This design comes from an exercise in tuning for small area on the open sky130 flow, not from production work.
Where RTL was checked, it was by simulation tests only, not by an equivalence proof against the original.
The clock port is modelled as an ideal driver; clocking choices that lean on that would not hold on a real chip.
Power figures rest on the tool's default switching activity, not on a simulated workload.

==> flow/design.v (excerpt) <==
module traffic_lights (
  input  logic        clk_i,
  input  logic        srst_i,
  input  logic [2:0]  cmd_type_i,
  input  logic        cmd_valid_i,
  input  logic [15:0] cmd_data_i,
  output logic        red_o,
  output logic        yellow_o,
  output logic        green_o
);
Settings: LEC_CHECK=0, CAP_MARGIN=0, CORE_MARGIN=2, CORE_UTILIZATION=60, GPL_TIMING_DRIVEN=0, SLEW_MARGIN=0; clock period 5.0 ns.
standard.sh (not shown) runs the stock make flow with config.mk's settings and CLKGATE_MAP_FILE= SYNTH_SCRIPT=/design/flow/synth_recipe.tcl, a recipe that flattens the netlist after the stock synthesis.
==> flow/flow/run.sh <==
#!/bin/bash
# Own layout flow: the standard synthesis, then the same synthesis with an
# area-oriented ABC script (registers unchanged, checked against the standard
# synthesis), then the standard ORFS layout with small port buffers and a
# lighter clock tree.
set -euo pipefail
W=$(pwd)
F=$W/flow
PLAT=${FLOW_PLATFORM:-sky130hd}
R=$W/orfs/results/$PLAT/traffic_lights/base

# 1. standard synthesis (reference for the registers)
bash standard.sh synth > $W/log_synth_std.txt 2>&1
cp $R/1_2_yosys.v $W/std_1_2_yosys.v

# 2. area-oriented synthesis with a few ABC scripts; keep the smallest
best=""; best_area=""
for s in $F/abc*.script; do
  n=$(basename $s .script)
  make -C $FLOW_HOME DESIGN_CONFIG=$W/config.mk WORK_HOME=$W/orfs_$n CLKGATE_MAP_FILE= \
    SYNTH_SCRIPT=$F/mysynth.tcl MY_ABC=$s synth > $W/log_synth_$n.txt 2>&1 || continue
  v=$W/orfs_$n/results/$PLAT/traffic_lights/base/1_2_yosys.v
  python3 $F/flopcheck.py $W/std_1_2_yosys.v $v >> $W/log_flopcheck.txt 2>&1 || continue
  a=$(grep 'Chip area' $W/orfs_$n/reports/$PLAT/traffic_lights/base/synth_stat.txt | awk '{print $NF}')
  echo "$n $a" >> $W/log_areas.txt
  if [[ -z "$best" ]] || python3 -c "import sys; sys.exit(0 if $a < $best_area else 1)"; then
    best=$v; best_area=$a
  fi
done
if [[ -n "$best" ]]; then
  cp $best $R/1_2_yosys.v
  touch $R/1_2_yosys.v
fi

# 3. layout; the clock tree is built by flow/cts_pre.tcl (four clock buffers
# fed by the clock port), CTS is told to skip the clock net
export MCT_NBUF=${MCT_NBUF:-4}
export MCT_CELL=${MCT_CELL:-sky130_fd_sc_hd__clkbuf_8}
bash standard.sh \
  "BUFFER_PORTS_ARGS=-buffer_cell sky130_fd_sc_hd__buf_1" \
  "PRE_CTS_TCL=$F/cts_pre.tcl" \
  finish > $W/log_layout.txt 2>&1
==> flow/flow/abc1.script <==
strash
&get -n
&st
&syn3
&dch -f
&nf -a -R 1000
&put
==> flow/flow/abc2.script <==
strash
&get -n
&deepsyn -T 60
&put
strash
&get -n
&st
&dch -f
&nf -a -R 1000
&put
==> flow/flow/abc3.script <==
strash
&get -n
&deepsyn -T 120 -S 7
&put
strash
&get -n
&st
&dch -f
&nf -a -R 1000
&put
==> flow/flow/cts_pre.tcl <==
# PRE_CTS hook: build a small manual clock tree; CTS then skips the clock.
source [file join [file dirname [info script]] mantree.tcl]
build_manual_clock_tree clk_i $::env(MCT_NBUF) $::env(MCT_CELL)
Other scripts of this flow, unchanged in this note and not shown: flow/flow/flopcheck.py, flow/flow/mantree.tcl, flow/flow/mysynth.tcl
The baseline ran to the end with no violations.
Change:
--- a/flow/flow/run.sh
+++ b/flow/flow/run.sh
@@ -35 +35 @@
-# 3. layout; the clock tree is built by flow/cts_pre.tcl (four clock buffers
+# 3. layout; the clock tree is built by flow/cts_pre.tcl (two clock buffers
@@ -37,2 +37,12 @@
-export MCT_NBUF=${MCT_NBUF:-4}
-export MCT_CELL=${MCT_CELL:-sky130_fd_sc_hd__clkbuf_8}
+export MCT_NBUF=${MCT_NBUF:-2}
+export MCT_CELL=${MCT_CELL:-sky130_fd_sc_hd__clkbuf_16}
+# the layout's repair may use only small buffers (the platform's don't-use list
+# plus the larger buffers)
+DU=$(make -s -f - <<MK
+include $FLOW_HOME/platforms/$PLAT/config.mk
+all:
+	@echo \$(DONT_USE_CELLS)
+MK
+)
+DU="$DU sky130_fd_sc_hd__buf_4 sky130_fd_sc_hd__buf_6 sky130_fd_sc_hd__buf_8 sky130_fd_sc_hd__buf_12 sky130_fd_sc_hd__buf_16"
+echo "$DU" > $W/log_dont_use.txt
@@ -39,0 +50 @@
+  "DONT_USE_CELLS=$DU" \
--- a/flow/config.mk
+++ b/flow/config.mk
@@ -8 +8 @@
-export CAP_MARGIN = 0
+export CAP_MARGIN = 20
@@ -12 +12 @@
-export SLEW_MARGIN = 0
+export SLEW_MARGIN = 20
Effect:
- The changed run passed the timing, DRC and antenna checks
- power is lower slightly
- wire length is lower by a few percent
- first-iteration DRC count is lower slightly
- sequential power stays flat
Change:
--- a/flow/flow/run.sh
+++ b/flow/flow/run.sh
@@ -35 +35 @@
-# 3. layout; the clock tree is built by flow/cts_pre.tcl (two clock buffers
+# 3. layout; the clock tree is built by flow/cts_pre.tcl (four clock buffers
@@ -37,12 +37,2 @@
-export MCT_NBUF=${MCT_NBUF:-2}
-export MCT_CELL=${MCT_CELL:-sky130_fd_sc_hd__clkbuf_16}
-# the layout's repair may use only small buffers (the platform's don't-use list
-# plus the larger buffers)
-DU=$(make -s -f - <<MK
-include $FLOW_HOME/platforms/$PLAT/config.mk
-all:
-	@echo \$(DONT_USE_CELLS)
-MK
-)
-DU="$DU sky130_fd_sc_hd__buf_4 sky130_fd_sc_hd__buf_6 sky130_fd_sc_hd__buf_8 sky130_fd_sc_hd__buf_12 sky130_fd_sc_hd__buf_16"
-echo "$DU" > $W/log_dont_use.txt
+export MCT_NBUF=${MCT_NBUF:-4}
+export MCT_CELL=${MCT_CELL:-sky130_fd_sc_hd__clkbuf_8}
@@ -50 +39,0 @@
-  "DONT_USE_CELLS=$DU" \
==> flow/flow/abc1.script (replaced) <==
strash
&get -n
&st
&syn2
&dch -f
&nf -a -R 1000
&st
&syn2
&dch -f
&nf -a -R 1000
&put
==> flow/flow/abc2.script (replaced) <==
strash
dc2
&get -n
&st
&dch -f
&nf -a -R 2000
&st
&syn3
&dch -f
&nf -a -R 2000
&st
&syn2
&dch -f
&nf -a -R 2000
&put
==> flow/flow/abc3.script (replaced) <==
strash
&get -n
&dch
&nf -a -R 1000
&put
==> flow/flow/abc4.script (new file) <==
strash
&get -n
&st
&syn3
&dch -f
&nf -a -R 1000
&put
==> flow/flow/abc5.script (new file) <==
strash
&get -n
&st
&dch -x -f
&nf -a -R 1000
&put
After rerunning:
- final cell count increases by 1.6%
- sequential power falls by about 1%
- area after synthesis is higher by 0.91%
- die area came out higher by about 0.9%
- routed wire length climbs by 5.6%
- utilization went down by 0.26 points

Setup of run A:
traffic_lights, a different RTL version from the one above (not shown whole).
Size: roughly 180 cells after synthesis, ~25 I/O pins, roughly 2700 um^2 of cells after synthesis.
export LEC_CHECK = 0
export CAP_MARGIN = 20
export CORE_MARGIN = 2
export CORE_UTILIZATION = 40
export GPL_TIMING_DRIVEN = 0
export SLEW_MARGIN = 20
create_clock -name core_clock -period 5.0 [get_ports {clk_i}]
==> flow/flow/run.sh <==
#!/bin/bash
# Own layout flow: the standard synthesis, then the same synthesis with an
# area-oriented ABC script (registers unchanged, checked against the standard
# synthesis), then the standard ORFS layout with small port buffers and a
# lighter clock tree.
set -euo pipefail
W=$(pwd)
F=$W/flow
PLAT=${FLOW_PLATFORM:-sky130hd}
R=$W/orfs/results/$PLAT/traffic_lights/base

# 1. standard synthesis (reference for the registers)
bash standard.sh synth > $W/log_synth_std.txt 2>&1
cp $R/1_2_yosys.v $W/std_1_2_yosys.v

# 2. area-oriented synthesis with a few ABC scripts; keep the smallest
best=""; best_area=""
for s in $F/abc*.script; do
  n=$(basename $s .script)
  make -C $FLOW_HOME DESIGN_CONFIG=$W/config.mk WORK_HOME=$W/orfs_$n CLKGATE_MAP_FILE= \
    SYNTH_SCRIPT=$F/mysynth.tcl MY_ABC=$s synth > $W/log_synth_$n.txt 2>&1 || continue
  v=$W/orfs_$n/results/$PLAT/traffic_lights/base/1_2_yosys.v
  python3 $F/flopcheck.py $W/std_1_2_yosys.v $v >> $W/log_flopcheck.txt 2>&1 || continue
  a=$(grep 'Chip area' $W/orfs_$n/reports/$PLAT/traffic_lights/base/synth_stat.txt | awk '{print $NF}')
  echo "$n $a" >> $W/log_areas.txt
  if [[ -z "$best" ]] || python3 -c "import sys; sys.exit(0 if $a < $best_area else 1)"; then
    best=$v; best_area=$a
  fi
done
if [[ -n "$best" ]]; then
  cp $best $R/1_2_yosys.v
  touch $R/1_2_yosys.v
fi

# 3. layout
bash standard.sh \
  "BUFFER_PORTS_ARGS=-buffer_cell sky130_fd_sc_hd__buf_1" \
  "CTS_ARGS=-repair_clock_nets -dont_use_dummy_load -buf_list sky130_fd_sc_hd__clkbuf_8 -root_buf sky130_fd_sc_hd__clkbuf_8" \
  finish > $W/log_layout.txt 2>&1
Other scripts of this flow, unchanged in this note and not shown: flow/flow/abc1.script, flow/flow/abc2.script, flow/flow/abc3.script, flow/flow/flopcheck.py, flow/flow/genlib.py, flow/flow/mysynth.tcl
Run A | stages: all done | timing, DRC, antenna: all pass
The inputs of run B differ from those of run A as listed below.
Settings: swapping 40 for 60 in CORE_UTILIZATION; swapping 20 for 0 in SLEW_MARGIN; swapping 20 for 0 in CAP_MARGIN.
diff --git a/flow/flow/run.sh b/flow/flow/run.sh
--- a/flow/flow/run.sh
+++ b/flow/flow/run.sh
@@ -37,3 +37,3 @@
   "BUFFER_PORTS_ARGS=-buffer_cell sky130_fd_sc_hd__buf_1" \
-  "CTS_ARGS=-repair_clock_nets -dont_use_dummy_load -buf_list sky130_fd_sc_hd__clkbuf_8 -root_buf sky130_fd_sc_hd__clkbuf_8" \
+  "CTS_ARGS=${CTS_ARGS_OVERRIDE:--sink_clustering_enable -repair_clock_nets -dont_use_dummy_load -buf_list sky130_fd_sc_hd__clkbuf_4 -root_buf sky130_fd_sc_hd__clkbuf_4}" \
   finish > $W/log_layout.txt 2>&1
==> summary.txt <==
Compared with run A, run B ends up with a smaller final cell area. Total design power, run B vs run A: down by a few percent. Run B reports its beginning of the critical path as state[2] while run A reports state[1]. Summary of run B over run A: total wirelength of the detailed-routed design went down 270 um; proportion of power drawn by the clock network decreased 5.7 points; first-iteration DRC count fell 10. On initial standard-cell utilization of the core, the lower figure sits with run A, not run B. | final critical-path share of the clock period | run B vs run A | 0.55 points higher |. met3 track demand over resource in global routing came out lower on run B than on run A. Global-route total usage across every layer: lower on run A.
No run of this note included a check of the RTL's function; only the layout flow was run.

==> port drivers added, routing unchanged <==
Ports are ideal in the flow. The routed layouts listed here were re-timed in OpenROAD.
Step 1 (the two cells are an assumption about what drives the block):
set clk [get_ports {clk_i}]
set_driving_cell -lib_cell sky130_fd_sc_hd__clkbuf_16 $clk
set_driving_cell -lib_cell sky130_fd_sc_hd__buf_2 [delete_from_list [all_inputs] $clk]
Step 2 times the ports against the registers' clock, not the clock port: input delays grow and output delays shrink by t, the midpoint of the rising clock arrivals with the driver on.
a / b / c = ideal ports / drivers / drivers and shift; a / b = the first two.
run	shift t [ns]	setup WS [ns]	worst hold slack (ns)	pins driven straight from the clock port
the first run of note 1	0.208	0.669 / 0.669 / 0.669	0.467 / 0.467 / 0.467	4
the second run of note 1	0.209	0.688 / 0.688 / 0.688	0.456 / 0.456 / 0.456	2
the third run of note 1	0.207	0.673 / 0.673 / 0.673	0.451 / 0.451 / 0.451	4
run A	0.347	0.681 / 0.681 / 0.681	0.441 / 0.441 / 0.441	1
run B	0.396	0.653 / 0.653 / 0.653	0.432 / 0.432 / 0.432	1
After both steps setup and hold are still met in every run listed.
